Background: an optimization exercise with open tools, aiming at small area. Do not read the settings as production practice.
In this exercise RTL edits were held to simulation tests only and were not proved equivalent to the original.
Power is estimated from default activity; no workload was simulated.

==> inputs of job 1098 <==
==> flow/design.v <==
module clk_gen(
    input  logic clk, rst,
    input  logic [16:0] i_baud,
    output logic o_tx_tick, o_rx_tick
);
logic b48, b14, b19, b38, b57;
assign b48 = (i_baud == 17'd4800);
assign b14 = (i_baud == 17'd14400);
assign b19 = (i_baud == 17'd19200);
assign b38 = (i_baud == 17'd38400);
assign b57 = (i_baud == 17'd57600);
logic [12:0] tx_rl;
logic [8:0]  rx_rl;
always_comb begin
    if (b48)      begin tx_rl = 13'd5209; rx_rl = 9'd325; end
    else if (b14) begin tx_rl = 13'd1737; rx_rl = 9'd108; end
    else if (b19) begin tx_rl = 13'd1303; rx_rl = 9'd81;  end
    else if (b38) begin tx_rl = 13'd652;  rx_rl = 9'd40;  end
    else if (b57) begin tx_rl = 13'd435;  rx_rl = 9'd27;  end
    else          begin tx_rl = 13'd2605; rx_rl = 9'd162; end
end
logic [12:0] tx_cnt;
logic [8:0]  rx_cnt;
logic tx_ph, rx_ph;
logic tx_tc, rx_tc;
assign tx_tc = (tx_cnt == 13'd0);
assign rx_tc = (rx_cnt == 9'd0);
always_ff @(posedge clk) begin
    if (rst || tx_tc) tx_cnt <= tx_rl;
    else              tx_cnt <= tx_cnt - 13'd1;
    if (rst)          tx_ph <= 1'b0;
    else if (tx_tc)   tx_ph <= ~tx_ph;
end
always_ff @(posedge clk) begin
    if (rst)        rx_cnt <= 9'd0;
    else if (rx_tc) rx_cnt <= rx_rl;
    else            rx_cnt <= rx_cnt - 9'd1;
    if (rst)        rx_ph <= 1'b0;
    else if (rx_tc) rx_ph <= ~rx_ph;
end
assign o_tx_tick = tx_tc & ~tx_ph;
assign o_rx_tick = rx_tc & ~rx_ph;
endmodule
module uart_tx(
    input  logic clk, rst, i_tx_tick, i_tx_str,
    input  logic [7:0] i_tx_data,
    input  logic [3:0] i_len,
    input  logic i_parity_ty,
    input  logic i_parity_en,
    input  logic i_stop2,
    output logic o_tx, o_tx_done, o_tx_er
);
localparam logic [3:0] IDLE = 4'b0000, START = 4'b0001, PAR = 4'b0010,
                       STOP1 = 4'b0011, STOP2 = 4'b0100, DONE = 4'b0101;
logic [3:0] st, nx;
logic [7:0] tx_reg;
logic par;
logic last;
assign last = st[2] & (st[1:0] + 2'd1 == i_len[1:0]);
always_comb begin
    nx = st;
    o_tx = 1'b1;
    if (st[3]) begin
        o_tx = tx_reg[st[2:0]];
        if (last) nx = i_parity_en ? PAR : STOP1;
        else      nx = st + 4'd1;
    end else begin
        case (st)
            IDLE:  nx = i_tx_str ? START : IDLE;
            START: begin o_tx = 1'b0; nx = 4'b1000; end
            PAR:   begin o_tx = par; nx = STOP1; end
            STOP1: nx = i_stop2 ? STOP2 : DONE;
            STOP2: nx = DONE;
            default: nx = IDLE;
        endcase
    end
end
assign o_tx_done = (st == DONE);
assign o_tx_er = 1'b0;
always_ff @(posedge clk) begin
    if (rst)            st <= IDLE;
    else if (i_tx_tick) st <= nx;
end
always_ff @(posedge clk) begin
    if (i_tx_tick) begin
        if (st == START) tx_reg <= i_tx_data;
        if (st[3]) par <= par ^ o_tx;
        else       par <= ~i_parity_ty;
    end
end
endmodule
module uart_rx(
    input  logic clk, rst, i_rx_tick, i_rx, i_rx_str,
    input  logic [3:0] i_len,
    input  logic i_parity_ty, i_parity_en,
    input  logic i_stop2,
    output logic [7:0] o_rx,
    output logic o_rx_done,
    output logic o_rx_er
);
localparam logic [3:0] IDLE = 4'b0000, START = 4'b0001, PAR = 4'b0010,
                       STOP1 = 4'b0011, STOP2 = 4'b0100, DONE = 4'b0101;
logic [3:0] st, nx;
logic [3:0] cnt;
logic [7:0] dt;
logic acc;
logic mid, fin;
assign mid = (cnt == 4'd7);
assign fin = (cnt == 4'd15);
always_comb begin
    nx = st;
    if (st[3]) begin
        if (fin) begin
            if (st[2:0] == 3'd7) nx = i_parity_en ? PAR : STOP1;
            else                 nx = st + 4'd1;
        end
    end else begin
        case (st)
            IDLE:  nx = (i_rx_str && !i_rx) ? START : IDLE;
            START: if (mid && i_rx) nx = IDLE;
                   else if (fin) nx = {2'b10, i_len[1] ^ i_len[0], i_len[0]};
            PAR:   if (fin) nx = STOP1;
            STOP1: if (fin) nx = i_stop2 ? STOP2 : DONE;
            STOP2: if (fin) nx = DONE;
            default: nx = IDLE;
        endcase
    end
end
always_ff @(posedge clk) begin
    if (rst)            st <= IDLE;
    else if (i_rx_tick) st <= nx;
end
always_ff @(posedge clk) begin
    if (i_rx_tick) begin
        if (st == IDLE) cnt <= 4'd0;
        else            cnt <= cnt + 4'd1;
    end
end
always_ff @(posedge clk) begin
    if (i_rx_tick && mid && st[3]) begin
        dt[3:0] <= dt[4:1];
        dt[4] <= (i_len[1:0] == 2'b01) ? i_rx : dt[5];
        dt[5] <= (i_len[1:0] == 2'b10) ? i_rx : dt[6];
        dt[6] <= (i_len[1:0] == 2'b11) ? i_rx : dt[7];
        dt[7] <= (i_len[1:0] == 2'b00) ? i_rx : 1'b0;
    end
end
always_ff @(posedge clk) begin
    if (i_rx_tick) begin
        if (st == IDLE) acc <= ~i_parity_ty;
        else if (mid) begin
            if (st[3])         acc <= i_parity_en & (acc ^ i_rx);
            else if (st == PAR) acc <= acc ^ i_rx;
            else if (st == STOP1 || st == STOP2) acc <= acc | ~i_rx;
        end
    end
end
assign o_rx = dt;
assign o_rx_done = (st == DONE);
assign o_rx_er = acc;
endmodule
 module uart_top(
    input  logic clk, rst,
    input  logic [7:0] i_tx_data,
    input  logic [3:0] i_len,
    input  logic [16:0] i_baud,  
    input  logic i_tx_str, i_rx_str, 
    input  logic i_parity_ty, i_parity_en, i_stop2,
    input  logic i_rx,
    output logic o_tx,
    output logic o_tx_done, o_rx_done,
    output logic o_tx_er, o_rx_er,
    output logic [7:0] o_rx 
 );
 logic tx_tick, rx_tick;
 clk_gen c_gen (clk, rst, i_baud, tx_tick, rx_tick);
 uart_tx u_tx (clk, rst, tx_tick, i_tx_str, i_tx_data, i_len, i_parity_ty, i_parity_en, i_stop2, o_tx, o_tx_done, o_tx_er);
 uart_rx u_rx (clk, rst, rx_tick, i_rx, i_rx_str, i_len, i_parity_ty, i_parity_en, i_stop2, o_rx, o_rx_done, o_rx_er);
 endmodule
==> flow/run.sh <==
#!/bin/bash
# synth_recipe.tcl (not shown) runs the flow's synth.tcl, then flattens the netlist and writes it again
# the make line also repeats each setting of config.mk as NAME=value (left out here)
make -C /OpenROAD-flow-scripts/flow DESIGN_CONFIG=/design/flow/config.mk WORK_HOME=/design/flow/orfs CLKGATE_MAP_FILE= SYNTH_SCRIPT=/design/flow/synth_recipe.tcl finish
==> flow/config.mk <==
export PLATFORM = sky130hd
export DESIGN_NAME = uart_top
export DESIGN_NICKNAME = uart_top
export VERILOG_FILES = /design/flow/design.v
export SDC_FILE = /design/flow/constraint.sdc
export NUM_CORES = 4
export LEC_CHECK = 0
export CAP_MARGIN = 20
export CORE_MARGIN = 2
export CORE_UTILIZATION = 40
export SLEW_MARGIN = 20
==> flow/constraint.sdc <==
create_clock -name core_clock -period 20.0 [get_ports {clk}]
set_input_delay 4.0000 -clock core_clock [delete_from_list [all_inputs] [get_ports {clk}]]
set_output_delay 4.0000 -clock core_clock [all_outputs]
set_load 0.01 [all_outputs]
==> inputs of job 6057, as changes to job 1098 <==
--- a/flow/design.v
+++ b/flow/design.v
@@ -10,31 +10,30 @@
 assign b38 = (i_baud == 17'd38400);
 assign b57 = (i_baud == 17'd57600);
 logic [12:0] tx_rl;
-logic [8:0]  rx_rl;
+logic [8:0] rx_rl;
 always_comb begin
-    if (b48)      begin tx_rl = 13'd5209; rx_rl = 9'd325; end
-    else if (b14) begin tx_rl = 13'd1737; rx_rl = 9'd108; end
-    else if (b19) begin tx_rl = 13'd1303; rx_rl = 9'd81;  end
-    else if (b38) begin tx_rl = 13'd652;  rx_rl = 9'd40;  end
-    else if (b57) begin tx_rl = 13'd435;  rx_rl = 9'd27;  end
-    else          begin tx_rl = 13'd2605; rx_rl = 9'd162; end
+    if (b48) begin tx_rl = 13'd1543; rx_rl = 9'd110; end
+    else if (b14) begin tx_rl = 13'd751; rx_rl = 9'd35; end
+    else if (b19) begin tx_rl = 13'd2146; rx_rl = 9'd113; end
+    else if (b38) begin tx_rl = 13'd3618; rx_rl = 9'd371; end
+    else if (b57) begin tx_rl = 13'd4863; rx_rl = 9'd56; end
+    else begin tx_rl = 13'd1711; rx_rl = 9'd98; end
 end
-logic [12:0] tx_cnt;
-logic [8:0]  rx_cnt;
-logic tx_ph, rx_ph;
-logic tx_tc, rx_tc;
-assign tx_tc = (tx_cnt == 13'd0);
-assign rx_tc = (rx_cnt == 9'd0);
+logic [12:0] tx_s;
+logic [8:0] rx_s;
+logic tx_ph, rx_ph, tx_tc, rx_tc;
+assign tx_tc = (tx_s == 13'd4754);
+assign rx_tc = (rx_s == 9'd20);
 always_ff @(posedge clk) begin
-    if (rst || tx_tc) tx_cnt <= tx_rl;
-    else              tx_cnt <= tx_cnt - 13'd1;
+    if (rst || tx_tc) tx_s <= tx_rl;
+    else              tx_s <= {tx_s[11:0], tx_s[9] ^ tx_s[12]};
     if (rst)          tx_ph <= 1'b0;
     else if (tx_tc)   tx_ph <= ~tx_ph;
 end
 always_ff @(posedge clk) begin
-    if (rst)        rx_cnt <= 9'd0;
-    else if (rx_tc) rx_cnt <= rx_rl;
-    else            rx_cnt <= rx_cnt - 9'd1;
+    if (rst)        rx_s <= 9'd20;
+    else if (rx_tc) rx_s <= rx_rl;
+    else            rx_s <= {rx_s[7:0], rx_s[1] ^ rx_s[8]};
     if (rst)        rx_ph <= 1'b0;
     else if (rx_tc) rx_ph <= ~rx_ph;
 end
==> flow/flow/run.sh (new file) <==
#!/bin/bash
# The standard layout (standard.sh) with three changes that leave the
# registers exactly as the standard synthesis makes them:
#  - ABC maps the combinational logic with an area-oriented script
#    (flow/abc_area.script) instead of ORFS's speed script,
#  - Yosys does not pre-map adders to half/full-adder cells (ADDER_MAP_FILE
#    empty), so ABC sees all of the logic,
#  - the port buffers use the smallest buffer, sky130_fd_sc_hd__buf_1.
set -euo pipefail
W=$(pwd)
rm -rf "$W/scripts_area"
cp -r "$FLOW_HOME/scripts" "$W/scripts_area"
cp "$W/flow/abc_area.script" "$W/scripts_area/abc_speed.script"
export SCRIPTS_DIR="$W/scripts_area"
export BUFFER_PORTS_ARGS="-buffer_cell sky130_fd_sc_hd__buf_1"
bash standard.sh ADDER_MAP_FILE= finish > "$W/standard.log" 2>&1
==> flow/flow/abc_area.script (new file) <==
strash
fraig
dch -f
map -a
amap
strash
dch -f
map -a
amap
==> flow/standard.sh (new file) <==
#!/bin/bash
# synth_recipe.tcl (not shown) runs the flow's synth.tcl, then flattens the netlist and writes it again
# the make line also repeats each setting of config.mk as NAME=value (left out here)
make -C /OpenROAD-flow-scripts/flow DESIGN_CONFIG=/design/flow/config.mk WORK_HOME=/design/flow/orfs CLKGATE_MAP_FILE= SYNTH_SCRIPT=/design/flow/synth_recipe.tcl "${@:-finish}"
removed: flow/run.sh
==> inputs of job 6600, as changes to job 1098 <==
--- a/flow/design.v
+++ b/flow/design.v
@@ -10,31 +10,30 @@
 assign b38 = (i_baud == 17'd38400);
 assign b57 = (i_baud == 17'd57600);
 logic [12:0] tx_rl;
-logic [8:0]  rx_rl;
+logic [8:0] rx_rl;
 always_comb begin
-    if (b48)      begin tx_rl = 13'd5209; rx_rl = 9'd325; end
-    else if (b14) begin tx_rl = 13'd1737; rx_rl = 9'd108; end
-    else if (b19) begin tx_rl = 13'd1303; rx_rl = 9'd81;  end
-    else if (b38) begin tx_rl = 13'd652;  rx_rl = 9'd40;  end
-    else if (b57) begin tx_rl = 13'd435;  rx_rl = 9'd27;  end
-    else          begin tx_rl = 13'd2605; rx_rl = 9'd162; end
+    if (b48) begin tx_rl = 13'd7305; rx_rl = 9'd300; end
+    else if (b14) begin tx_rl = 13'd2776; rx_rl = 9'd395; end
+    else if (b19) begin tx_rl = 13'd4497; rx_rl = 9'd315; end
+    else if (b38) begin tx_rl = 13'd2399; rx_rl = 9'd142; end
+    else if (b57) begin tx_rl = 13'd4219; rx_rl = 9'd213; end
+    else begin tx_rl = 13'd2935; rx_rl = 9'd493; end
 end
-logic [12:0] tx_cnt;
-logic [8:0]  rx_cnt;
-logic tx_ph, rx_ph;
-logic tx_tc, rx_tc;
-assign tx_tc = (tx_cnt == 13'd0);
-assign rx_tc = (rx_cnt == 9'd0);
+logic [12:0] tx_s;
+logic [8:0] rx_s;
+logic tx_ph, rx_ph, tx_tc, rx_tc;
+assign tx_tc = (tx_s == 13'd1);
+assign rx_tc = (rx_s == 9'd1);
 always_ff @(posedge clk) begin
-    if (rst || tx_tc) tx_cnt <= tx_rl;
-    else              tx_cnt <= tx_cnt - 13'd1;
+    if (rst || tx_tc) tx_s <= tx_rl;
+    else              tx_s <= {tx_s[11:0], tx_s[0] ^ tx_s[2] ^ tx_s[3] ^ tx_s[12]};
     if (rst)          tx_ph <= 1'b0;
     else if (tx_tc)   tx_ph <= ~tx_ph;
 end
 always_ff @(posedge clk) begin
-    if (rst)        rx_cnt <= 9'd0;
-    else if (rx_tc) rx_cnt <= rx_rl;
-    else            rx_cnt <= rx_cnt - 9'd1;
+    if (rst)        rx_s <= 9'd1;
+    else if (rx_tc) rx_s <= rx_rl;
+    else            rx_s <= {rx_s[7:0], rx_s[4] ^ rx_s[8]};
     if (rst)        rx_ph <= 1'b0;
     else if (rx_tc) rx_ph <= ~rx_ph;
 end
==> comparison table <==
| quantity | job 1098 | job 6057 | job 6600 |
|---|---|---|---|
| Result of the run | no timing/DRC/antenna violations | no timing/DRC/antenna violations | no timing/DRC/antenna violations |
| Met3 wire len | 228 µm | 259 µm | 220 µm |
| Startpoint of the worst setup timing path | u_tx.st[0] | i_baud[1] | u_tx.st[0] |
| Clock transition time at the flip-flop clock pins of the worst setup and hold paths | 0.09 ns | 0.09 ns | 0.10 ns |
| Crit-path slowest cell | dfxtp_1 | nor4_1 | dfxtp_1 |
| Power in the clock group | 0.0000627 W | 0.0000837 W | 0.0000608 W |
| Number of placed instances with taps included | 454 | 403 | 425 |
| Critical Path Sink Type | primary output | flop | primary output |
| Minimum clock period | 6.24 ns | 6.04 ns | 6.29 ns |
| Slew at the pin closest to its max-slew limit | 0.888 ns | 0.880 ns | 0.734 ns |
| Peak ir drop on the vdd network | 0.0345 mV | 0.0368 mV | 0.0333 mV |
| Capture point of the critical path | o_tx | c_gen.rx_s[6] | o_tx |
| Violation count after the first detailed-routing iteration | 96 | 138 | 96 |
| Seq pwr share | 0.470 | 0.537 | 0.511 |
| Total routed wire length on the met1 layer | 2910 µm | 2450 µm | 2760 µm |
| Detail-routed via count per cell | 5.31 | 5.33 | 5.22 |
| Overall die width | 91.3 µm | 82.2 µm | 88.4 µm |
| Critical path data arrival time | 2.24 ns | 6.22 ns | 2.29 ns |
| Clock power share | 0.193 | 0.368 | 0.210 |
| Share of cells above drive strength 1 | 0.0661 | 0.0327 | 0.0712 |
| Multi-input combinational cell area | 1640 µm² | 978 µm² | 1450 µm² |
| Pre-CTS worst setup slack | 13.99 ns | 13.65 ns | 13.94 ns |
| Total Die Area | 8330 µm² | 6750 µm² | 7810 µm² |
| Sequential cell area fraction in the yosys report | 0.427 | 0.532 | 0.457 |
| Proportion of cell area spent on the clock network | 0.0257 | 0.0481 | 0.0258 |
| Endpoint of the worst hold path | c_gen.rx_ph | u_rx.dt[3] | u_rx.dt[3] |
| WHS Path Cells | 2 | 0 | 0 |

[what the ideal ports hide]
No port has a modelled driver above. Below, the same layouts with a new extraction and two added sets of constraints. Step 1 assumes that a clkbuf_16 drives the clock port and a buf_2 every other input. Step 2, shift: input delay + t, output delay - t, t = (earliest + latest rising clock arrival at the registers) / 2. This alone moves slack from input paths to output paths. a / b / c = ideal / step 1 / step 2; a / b = the first two.
run | shift t [ns] | setup WS [ns] | hold slack, ns
job 1098 | 0.328 | 13.763 / 13.733 / 14.008 | 0.458 / 0.458 / 0.458
job 6057 | 0.332 | 13.961 / 13.968 / 13.636 | 0.463 / 0.463 / 0.463
job 6600 | 0.335 | 13.709 / 13.677 / 13.942 | 0.456 / 0.456 / 0.456
After both steps setup and hold are still met in every run listed. For job 6057, which loses most, drivers alone change the setup slack by +0.007 ns; drivers and shift together by -0.325 ns.
